Background: an optimization exercise with open tools, aiming at small area, a short achievable clock period and few clock cycles per item. Do not read the settings as production practice.
Only simulation tests tie the RTL to the original design; equivalence was not proved.
No activity file was given, so power comes from the tool's default toggle rates.

<file path="flow/config.mk">
export PLATFORM = sky130hd
export DESIGN_NAME = calcpos
export DESIGN_NICKNAME = calcpos
export VERILOG_FILES = /design/flow/design.v
export SDC_FILE = /design/flow/constraint.sdc
export NUM_CORES = 4
export LEC_CHECK = 0
export CAP_MARGIN = 20
export CORE_MARGIN = 2
export CORE_UTILIZATION = 40
export SLEW_MARGIN = 20
</file>
<file path="flow/constraint.sdc">
create_clock -name core_clock -period 15.0 [get_ports {clk}]
set_input_delay 3.0000 -clock core_clock [delete_from_list [all_inputs] [get_ports {clk}]]
set_output_delay 3.0000 -clock core_clock [all_outputs]
set_load 0.01 [all_outputs]
</file>
<file path="flow/design.v">
module calcpos (
    input             clk,
    input             reset,
    input             sample_valid,
    input             trig,
    input      [19:0] adc_a,
    input      [19:0] adc_b,
    input      [19:0] adc_c,
    input      [19:0] adc_d,
    input      [15:0] cha_gain,
    input      [15:0] chb_gain,
    input      [15:0] chc_gain,
    input      [15:0] chd_gain,
    input      [31:0] cha_offset,
    input      [31:0] chb_offset,
    input      [31:0] chc_offset,
    input      [31:0] chd_offset,
    input      [31:0] divide,
    input      [31:0] kx,
    input      [31:0] ky,
    input      [31:0] xpos_offset,
    input      [31:0] ypos_offset,
    output reg        data_rdy,
    output     [31:0] trignum,
    output     [31:0] cha_mag,
    output     [31:0] chb_mag,
    output     [31:0] chc_mag,
    output     [31:0] chd_mag,
    output     [31:0] sum,
    output     [31:0] xpos,
    output     [31:0] ypos
);
  reg        v1, t1, v2, t2;
  reg [31:0] trigcnt;
  wire       ld1 = v1 & t1;           
  wire       ld2 = v2 & t2;           
  always @(posedge clk) begin
    if (reset) begin
      v1 <= 1'b0;
      t1 <= 1'b0;
      v2 <= 1'b0;
      t2 <= 1'b0;
      trigcnt <= 32'd0;
    end else begin
      v1 <= sample_valid;
      t1 <= trig;
      v2 <= v1;
      t2 <= t1;
      if (sample_valid & trig) trigcnt <= trigcnt + 32'd1;
    end
  end
  assign trignum = trigcnt;
  wire [19:0] adc_in [0:3];
  wire [15:0] gain_in [0:3];
  wire [31:0] ofs_in [0:3];
  assign adc_in[0] = adc_a;  assign gain_in[0] = cha_gain;  assign ofs_in[0] = cha_offset;
  assign adc_in[1] = adc_b;  assign gain_in[1] = chb_gain;  assign ofs_in[1] = chb_offset;
  assign adc_in[2] = adc_c;  assign gain_in[2] = chc_gain;  assign ofs_in[2] = chc_offset;
  assign adc_in[3] = adc_d;  assign gain_in[3] = chd_gain;  assign ofs_in[3] = chd_offset;
  localparam S_IDLE = 3'd0;
  localparam S_DIV  = 3'd1;   
  localparam S_FIX  = 3'd2;   
  localparam S_SUMS = 3'd3;   
  localparam S_ABS  = 3'd4;   
  localparam S_POS  = 3'd5;   
  localparam S_TAIL = 3'd6;   
  reg [2:0]  state;
  reg [3:0]  cnt;
  reg [31:0] dvs;             
  reg [33:0] dvs3;            
  wire st_div  = (state == S_DIV);
  wire st_fix  = (state == S_FIX);
  wire st_sums = (state == S_SUMS);
  wire st_abs  = (state == S_ABS);
  wire st_pos  = (state == S_POS);
  wire st_tail = (state == S_TAIL);
  wire pos_first = st_pos & (cnt == 4'd8);
  wire pos_last  = st_pos & (cnt == 4'd1);
  function [33:0] r4;
    input [31:0] r;
    input [1:0]  b;
    input [31:0] d;
    input [33:0] d3;
    reg   [34:0] x, t1, t2, t3;
    begin
      x  = {1'b0, r, b};
      t1 = x - {3'b0, d};
      t2 = x - {2'b0, d, 1'b0};
      t3 = x - {1'b0, d3};
      if (!t3[34])      r4 = {2'd3, t3[31:0]};
      else if (!t2[34]) r4 = {2'd2, t2[31:0]};
      else if (!t1[34]) r4 = {2'd1, t1[31:0]};
      else              r4 = {2'd0, x[31:0]};
    end
  endfunction
  wire [31:0] mag [0:3];
  wire [31:0] remq [0:3];
  wire [3:0]  qd [0:3];
  wire [31:0] num_w [0:1];      
  wire [3:0]  lowd;            
  wire big_d  = |dvs[31:4];
  wire sh24   = &lowd & big_d;
  wire sh20   = &lowd & ~big_d;
  genvar g;
  generate
    for (g = 0; g < 4; g = g + 1) begin : chn
      reg [19:0] adc_r;
      reg [15:0] gain_r;
      reg [31:0] nofs_r;      
      always @(posedge clk) begin
        adc_r  <= adc_in[g];
        gain_r <= gain_in[g];
        nofs_r <= 32'd0 - ofs_in[g];
      end
      wire [16:0] gx = {gain_r, 1'b0};
      wire [46:0] row [0:8];
      wire [7:0]  ng;
      genvar i;
      for (i = 0; i < 8; i = i + 1) begin : bt
        wire [2:0]  bd  = gx[2*i+2:2*i];
        wire        one = bd[0] ^ bd[1];
        wire        two = (bd == 3'b100) | (bd == 3'b011);
        wire [20:0] pm  = one ? {adc_r[19], adc_r} : two ? {adc_r, 1'b0} : 21'd0;
        wire [20:0] px  = pm ^ {21{bd[2]}};
        assign ng[i] = bd[2];
        if (i == 0) begin : r0
          assign row[0] = {12'hfff, 1'b0, 1'b1, 1'b0, 1'b1, 1'b0, 1'b1, 1'b0, 1'b1,
                           1'b0, 1'b1, 1'b0, 1'b1, ~px[20], px[20], px[20:0]};
        end else begin : ri
          assign row[i] = ({26'd0, ~px[20], px[19:0]} << (2*i)) | ({46'd0, ng[i-1]} << (2*i-2));
        end
      end
      assign row[8] = {nofs_r, ng[7], 14'd0};
      wire [46:0] a0s = row[0] ^ row[1] ^ row[2];
      wire [46:0] a0c = ((row[0] & row[1]) | (row[0] & row[2]) | (row[1] & row[2])) << 1;
      wire [46:0] a1s = row[3] ^ row[4] ^ row[5];
      wire [46:0] a1c = ((row[3] & row[4]) | (row[3] & row[5]) | (row[4] & row[5])) << 1;
      wire [46:0] a2s = row[6] ^ row[7] ^ row[8];
      wire [46:0] a2c = ((row[6] & row[7]) | (row[6] & row[8]) | (row[7] & row[8])) << 1;
      wire [46:0] b0s = a0s ^ a0c ^ a1s;
      wire [46:0] b0c = ((a0s & a0c) | (a0s & a1s) | (a0c & a1s)) << 1;
      wire [46:0] b1s = a1c ^ a2s ^ a2c;
      wire [46:0] b1c = ((a1c & a2s) | (a1c & a2c) | (a2s & a2c)) << 1;
      wire [46:0] c0s = b0s ^ b0c ^ b1s;
      wire [46:0] c0c = ((b0s & b0c) | (b0s & b1s) | (b0c & b1s)) << 1;
      wire [46:0] es = c0s ^ c0c ^ b1c;
      wire [46:0] ec = ((c0s & c0c) | (c0s & b1c) | (c0c & b1c)) << 1;
      wire [15:0] lo = {1'b0, es[14:0]} + {1'b0, ec[14:0]};
      reg [31:0] ps, pc;
      reg        pci;
      always @(posedge clk) begin
        ps  <= es[46:15];
        pc  <= ec[46:15];
        pci <= lo[15];
      end
      wire [31:0] corr   = ps + pc + {31'd0, pci};
      wire [39:0] corr40 = {{8{corr[31]}}, corr};
      reg  [39:0] acc;
      always @(posedge clk) begin
        if (reset)   acc <= 40'd0;
        else if (v2) acc <= t2 ? corr40 : acc + corr40;
      end
      reg  [39:0] dsr;
      reg  [31:0] rem;
      reg         qneg;
      wire [39:0] lat_abs = acc[39] ? (40'd0 - acc) : acc;
      assign lowd[g] = acc[39] ? ((&acc[39:20]) & (|acc[19:0])) : ~(|acc[39:20]);
      wire [33:0] s1 = r4(rem, st_pos ? 2'b00 : dsr[39:38], dvs, dvs3);
      wire [33:0] s2 = r4(s1[31:0], st_pos ? 2'b00 : dsr[37:36], dvs, dvs3);
      assign qd[g] = {s1[33:32], s2[33:32]};
      assign remq[g] = rem;
      assign mag[g] = dsr[31:0];
      always @(posedge clk) begin
        if (ld2) begin
          qneg <= acc[39];
          dsr  <= sh24 ? {lat_abs[15:0], 24'd0} : sh20 ? {lat_abs[19:0], 20'd0} : lat_abs;
        end else if (st_div)
          dsr <= {dsr[35:0], s1[33:32], s2[33:32]};
        else if (st_fix)
          dsr <= {8'd0, qneg ? (32'd0 - dsr[31:0]) : dsr[31:0]};
      end
      if (g >= 2) begin : rg
        always @(posedge clk) begin
          if (ld2) rem <= sh24 ? {16'd0, lat_abs[31:16]} : sh20 ? {12'd0, lat_abs[39:20]} : 32'd0;
          else if (st_div) rem <= s2[31:0];
        end
      end else begin : rp
        always @(posedge clk) begin
          if (ld2) rem <= sh24 ? {16'd0, lat_abs[31:16]} : sh20 ? {12'd0, lat_abs[39:20]} : 32'd0;
          else if (st_div | st_pos) rem <= s2[31:0];
          else if (st_sums) rem <= num_w[g];
          else if (st_abs) rem <= rem[31] ? (32'd0 - rem) : rem;
        end
      end
    end
  endgenerate
  reg [31:0] sum_r;
  reg        negx, negy, zero;
  reg [32:0] kxr, kyr;          
  reg [34:0] kx3, ky3;          
  reg [63:0] bx, by;            
  reg [3:0]  dx, dy;
  wire [31:0] ma = mag[0], mb = mag[1], mc = mag[2], md = mag[3];
  wire [31:0] rx = remq[0], ry = remq[1];
  wire [31:0] s_ad = ma + md, s_bc = mb + mc, s_ab = ma + mb, s_cd = mc + md;
  assign num_w[0] = s_ad - s_bc;
  assign num_w[1] = s_ab - s_cd;
  wire satx = (rx >= dvs);
  wire saty = (ry >= dvs);
  wire [32:0] kxs = negx ? (33'd0 - kxr) : kxr;
  wire [32:0] kys = negy ? (33'd0 - kyr) : kyr;
  wire [34:0] kxs3 = {{2{kxs[32]}}, kxs} + {kxs[32], kxs, 1'b0};
  wire [34:0] kys3 = {{2{kys[32]}}, kys} + {kys[32], kys, 1'b0};
  wire [31:0] sum_abs = sum_r[31] ? (32'd0 - sum_r) : sum_r;
  always @(posedge clk) begin
    if (ld1) dvs <= divide;
    else if (st_abs) dvs <= sum_abs;
    if (ld2 | st_abs) dvs3 <= {2'b00, ld2 ? dvs : sum_abs} + {1'b0, ld2 ? dvs : sum_abs, 1'b0};
  end
  function [36:0] kmul;       
    input [1:0]  d;
    input [32:0] k;
    input [34:0] k3;
    begin
      case (d)
        2'd0: kmul = 37'd0;
        2'd1: kmul = {{4{k[32]}}, k};
        2'd2: kmul = {{3{k[32]}}, k, 1'b0};
        default: kmul = {{2{k3[34]}}, k3};
      endcase
    end
  endfunction
  wire [36:0] hx = kmul(dx[3:2], kxr, kx3);
  wire [36:0] lx = kmul(dx[1:0], kxr, kx3);
  wire [36:0] hy = kmul(dy[3:2], kyr, ky3);
  wire [36:0] ly = kmul(dy[1:0], kyr, ky3);
  always @(posedge clk) begin
    if (st_sums) sum_r <= s_ad + s_bc;
    if (st_abs) begin
      negx <= rx[31] ^ sum_r[31];
      negy <= ry[31] ^ sum_r[31];
      zero <= (sum_r == 32'd0);
      kxr  <= {kx[31], kx};
      kyr  <= {ky[31], ky};
    end
    if (pos_first) begin
      kxr <= (zero | satx) ? 33'd0 : kxs;
      kyr <= (zero | saty) ? 33'd0 : kys;
      kx3 <= (zero | satx) ? 35'd0 : kxs3;
      ky3 <= (zero | saty) ? 35'd0 : kys3;
      bx  <= {32'd0, zero ? 32'd0 : satx ? kxs[31:0] : xpos_offset};
      by  <= {32'd0, zero ? 32'd0 : saty ? kys[31:0] : ypos_offset};
    end else if (st_pos | st_tail) begin
      bx <= {bx[59:0], 4'd0} + {{25{hx[36]}}, hx, 2'b00} + {{27{lx[36]}}, lx};
      by <= {by[59:0], 4'd0} + {{25{hy[36]}}, hy, 2'b00} + {{27{ly[36]}}, ly};
    end
    if (st_pos) begin
      dx <= pos_last ? {qd[0][3:1], 1'b0} : qd[0];
      dy <= pos_last ? {qd[1][3:1], 1'b0} : qd[1];
    end
  end
  assign cha_mag = ma;
  assign chb_mag = mb;
  assign chc_mag = mc;
  assign chd_mag = md;
  assign sum  = sum_r;
  assign xpos = bx[63:32];
  assign ypos = by[63:32];
  always @(posedge clk) begin
    if (reset) begin
      state    <= S_IDLE;
      data_rdy <= 1'b0;
      cnt      <= 4'd0;
    end else begin
      data_rdy <= 1'b0;
      case (state)
        S_IDLE: if (ld2) begin
          state <= S_DIV;
          cnt   <= sh24 ? 4'd4 : sh20 ? 4'd5 : 4'd10;
        end
        S_DIV: begin
          cnt <= cnt - 4'd1;
          if (cnt == 4'd1) state <= S_FIX;
        end
        S_FIX:  state <= S_SUMS;
        S_SUMS: state <= S_ABS;
        S_ABS: begin
          state <= S_POS;
          cnt   <= 4'd8;
        end
        S_POS: begin
          cnt <= cnt - 4'd1;
          if (cnt == 4'd1) state <= S_TAIL;
        end
        default: begin   
          data_rdy <= 1'b1;
          state    <= S_IDLE;
        end
      endcase
    end
  end
endmodule
</file>
<file path="flow/run.sh">
#!/bin/bash
# synth_recipe.tcl (not shown) runs the flow's synth.tcl, then flattens the netlist and writes it again
# the make line also repeats each setting of config.mk as NAME=value (left out here)
make -C /OpenROAD-flow-scripts/flow DESIGN_CONFIG=/design/flow/config.mk WORK_HOME=/design/flow/orfs CLKGATE_MAP_FILE= SYNTH_SCRIPT=/design/flow/synth_recipe.tcl finish
</file>
==> notes.md <==
-- report_power, final --
group	leakage (nW)	switching, W	total [W]	internal [W]
combinational	64.4	0.00649	0.0112	0.00474
sequential	12.1	0.000342	0.00479	0.00445
clock	3.07	0.00194	0.00470	0.00276
total	79.6	0.00877	0.0207	0.0119
-- worst reg2reg max path: cells and delay by family, from the launching register on --
kind,cells,cell delay [ns]
fa+ha+maj,3,0.97
buf+inv,2,1.06
flops,1,0.65
simple gates,5,1.10
mux,2,1.07
compound gates,17,5.79
-- layout make-up --
class / count / area (um^2)
inverters: 1283 / 4830
clock inverters: 81 / 968
repair buffers: 1055 / 9670
diodes: 53 / 133
clock buffers: 248 / 5270
well taps: 5663 / 7090
flip-flops and latches: 1401 / 34100
fillers: 42100 / 235000
multi-input cells: 16400 / 127000
-- Yosys cell counts (414+ instances only) --
cell type	instances
xor2_1	686
ha_1	1785
xnor2_1	1634
fa_1	757
a21o_1	668
edfxtp_1	601
inv_1	1257
dfxtp_1	800
nor3_1	414
a21oi_1	1478
o21ai_0	1209
a22oi_1	574
nand2_1	1397
nor2_1	1335
clkbuf_1	734
-- per-layer routing --
| layer | global-route usage | vias up | share of wire |
|---|---|---|---|
| met5 | 0 | - | 0.00023 |
| met4 | 0.203 | 22 | 0.080 |
| met3 | 0.0549 | 1483 | 0.078 |
| met2 | 0.473 | 6060 | 0.45 |
| met1 | 0.362 | 75200 | 0.40 |
| li1 | - | 73500 | - |
-- sequential cells by signal, indices dropped and copies added, names as in the netlist, 32 cells and up --
name and count:
chn.acc 160, chn.pc 128, ky3 35, by 64
kx3 35, bx 64, kyr 33, chn.dsr 160
chn.adc_r 80, chn.nofs_r 128, dvs3 34, chn.ps 128
dvs 32, sum_r 32, kxr 33, chn.rem 128
trigcnt 32, chn.gain_r 64
-- logic make-up (layout without fill, tap and decap cells) --
group	count (synthesis)	in the layout
fa+ha+maj	2542	2542
buf+inv	2366	2667
other cells	0	53
simple gates	4894	4894
compound gates	6314	6314
flops	1401	1401
xor+xnor	2321	2321
mux	370	370
-- cells in the final DEF (no fill, tap or decap), types with 77 or more instances in the layout --
cell type,n
and3_1,135
fa_1,757
nor2_1,1314
a21oi_1,1476
o21a_1,216
nor2b_1,203
o21bai_1,160
a21o_1,668
xnor2_1,1626
o22ai_1,170
ha_1,1785
dfxtp_1,797
a22o_1,225
buf_4,362
xor2_1,682
o21ai_0,1200
a211oi_1,274
nand4_1,131
nand2b_1,273
or2_2,77
clkdlybuf4s50_1,691
nor4_1,102
mux2i_1,229
or4_1,89
nand2_1,1393
inv_1,1248
nand3_1,317
a31oi_1,173
and2_1,91
mux2_2,141
or3_1,163
o31ai_1,210
nor3_1,413
a22oi_1,573
o211ai_1,202
clkbuf_16,190
edfxtp_1,601
-- per-stage QoR --
step / instance area, um^2 / setup slack, ns / total power [W]
6_report: 189000 / 4.10 / 0.0207
2_1_floorplan: 170000 / 7.14 / 0.0131
4_1_cts: 189000 / 4.47 / 0.0209
5_1_grt: 189000 / 3.78 / 0.0226
3_5_place_dp: 183000 / 4.51 / 0.0161
3_3_place_gp: 183000 / 4.68 / 0.0159
-- final timing paths --
kind / cells after the start / slack, ns / end / start
min reg2reg: 1 / 0.42 / chn[3].ps[31]$_DFF_P_ / chn[3].nofs_r[31]$_DFF_P_
min: 1 / 0.42 / chn[3].ps[31]$_DFF_P_ / chn[3].nofs_r[31]$_DFF_P_
max: 29 / 4.10 / chn[2].rem[2]$_DFFE_PP_ / state[1]$_SDFFE_PP0P_
max reg2reg: 29 / 4.10 / chn[2].rem[2]$_DFFE_PP_ / state[1]$_SDFFE_PP0P_
==> impl_results.md <==
- First-pass detailed-route iteration total: 8
- Final hold vios: 0
- Hold buffers post-CTS: 0
- First-pass GRT wire length: 976000 um
- P_leak: around 80 nW
- Setup TNS: 0 ns
- Site Rows: between 200 and 250
- #FFs+latches synth: approximately 1400
- YS warnings: 1
- Yosys cell types: between 100 and 150
- Die W: 657 um
- CTS tree: yes
- Final GP Congestion: approximately 1
- CTS Sinks: ~1400
- Synth Area per Inst: around 8.4 um^2
- Via Count: ~160k
- CP arrival: approximately 12 ns
- Final HPWL DP: around 500000 um
- Worst path slowest cell: o311ai_0
- Crit Path Max Fanout: 51
- Crit Path Category: reg -> reg
- RSZ-0062 raised after global routing: false
- # Max-Cap Violations: 0
- Synth Net Count: about 23000
- Top-level I/O count: between 600 and 700
- Cell taking the most area after synthesis: ha_1
- Period utilisation layout: 0.727
- Die area: between 400000 and 500000 um^2
- Share of cells above drive strength 1: 0.0517
- Number of flops mapped to enable cells by yosys: roughly 600
- Cell Count, Final, Fillers Out: 26200
- FFs w/ async S/R, synth: 0
- Setup Fix Bufs, Post-CTS: 0
- Worst Tran Pin Value: about 1.4 ns
- Final setup skew: 0.0602 ns
- Seq/Total Area, Yosys: 0.200
- Synth Area in Compound Gates: 0.244
- DRC viols: 0
- GRT overflow: 0
- DRT Wirelength: 665000 um
- Worst skew pair latency: approximately 0.94 ns
- Post-Syn Area: approximately 170000 um^2
- Fin util: 0.446
- Post-synth top flop: dfxtp_1
- Cells after synthesis: approximately 20000
- Final #Nets: around 23000
- Largest net degree at the start of global routing: 155
- Post-placement cell count: 25800
- Final setup vio count: 0
- Synth Area in XOR/XNOR: 0.119
- Req. time, crit path: ~16 ns
- Routed len/inst: 25.4 um
- Achievable Freq: 0.0918 GHz
- Post-synthesis mux area share: 0.0228
- Area grow syn2layout: 10.9%
- Antenna violations before repair: 65
- Post-DR vias/cell: between 5 and 6
- Slew Limit Fails: 0
- Pwr/cell area: between 100 and 150 nW/um^2
- Max Root-Sink Buffers: 4
- Die height: about 660 um
- Worst-path clk slew: ~0.060 ns
- Number of CTS-inserted buffers: 180
- Startpoint types: flip-flop
- Setup crit end kind: flip-flop
- H-tree Lvls: 4
- Post-Synth Adder-Cell Area: 0.220
- Initial Util: 0.402
- Post-synth top area share: 0.131
- Core area: 424000 um^2
- Post-Synth Simple-Gate Area: 0.137
- Root Driver: clkbuf_16
- Number of buffers added on ports: between 600 and 700
- Final ANT Viol Nets: 0
- Peak supply drop: between 0.1 and 0.15 mV
- Largest family of logic cells by synthesized area: compound AO/OA/AOI/OAI gates
- CP bufs+invs: 2
- Vias in the first global route: 149000
- Largest cells by area after synthesis: ha_1 (13%), edfxtp_1 (11%), dfxtp_1 (9.4%)
- Min cycle time layout: roughly 11 ns
- Status: complete, no violations
- Worst hold margin: about 0.42 ns
- Slew HR: 0.0775
- Worst path top cell family by delay: compound AO/OA/AOI/OAI gates
- Total Routing Usage GR: 0.296
- Hold Crit Class: reg -> reg
- DRT iter0 DRCs: between 10000 and 15000
- Worst path max stage delay: approximately 0.85 ns
- # resized after CTS: 0
Testbench counts, summed over its fixed seeds: cycles 7,553, items 384.

[afterwards: timing with drivers on the ports]
How much do the figures lean on ideal ports? The routed layout below was timed once more, with nothing changed but the port constraints. Step 1, drivers: a clkbuf_16 drives clk and a buf_2 each remaining input, both assumed. Step 2 times the ports against the registers' clock, not the clock port: input delays grow and output delays shrink by t, the midpoint of the rising clock arrivals with the driver on. Three values: ideal, step 1, step 2; two values: the first two.
t, ns: 1.034
setup slack, ns: 4.102 / 4.102 / 4.102
worst hold slack (ns): 0.419 / 0.419 / 0.419
slew at the worst register clock pin (ns): 0.08 / 0.08
After both steps this run still meets setup and hold. The setup slack of this run moves by 0.000 ns with the drivers and by 0.000 ns with both steps.
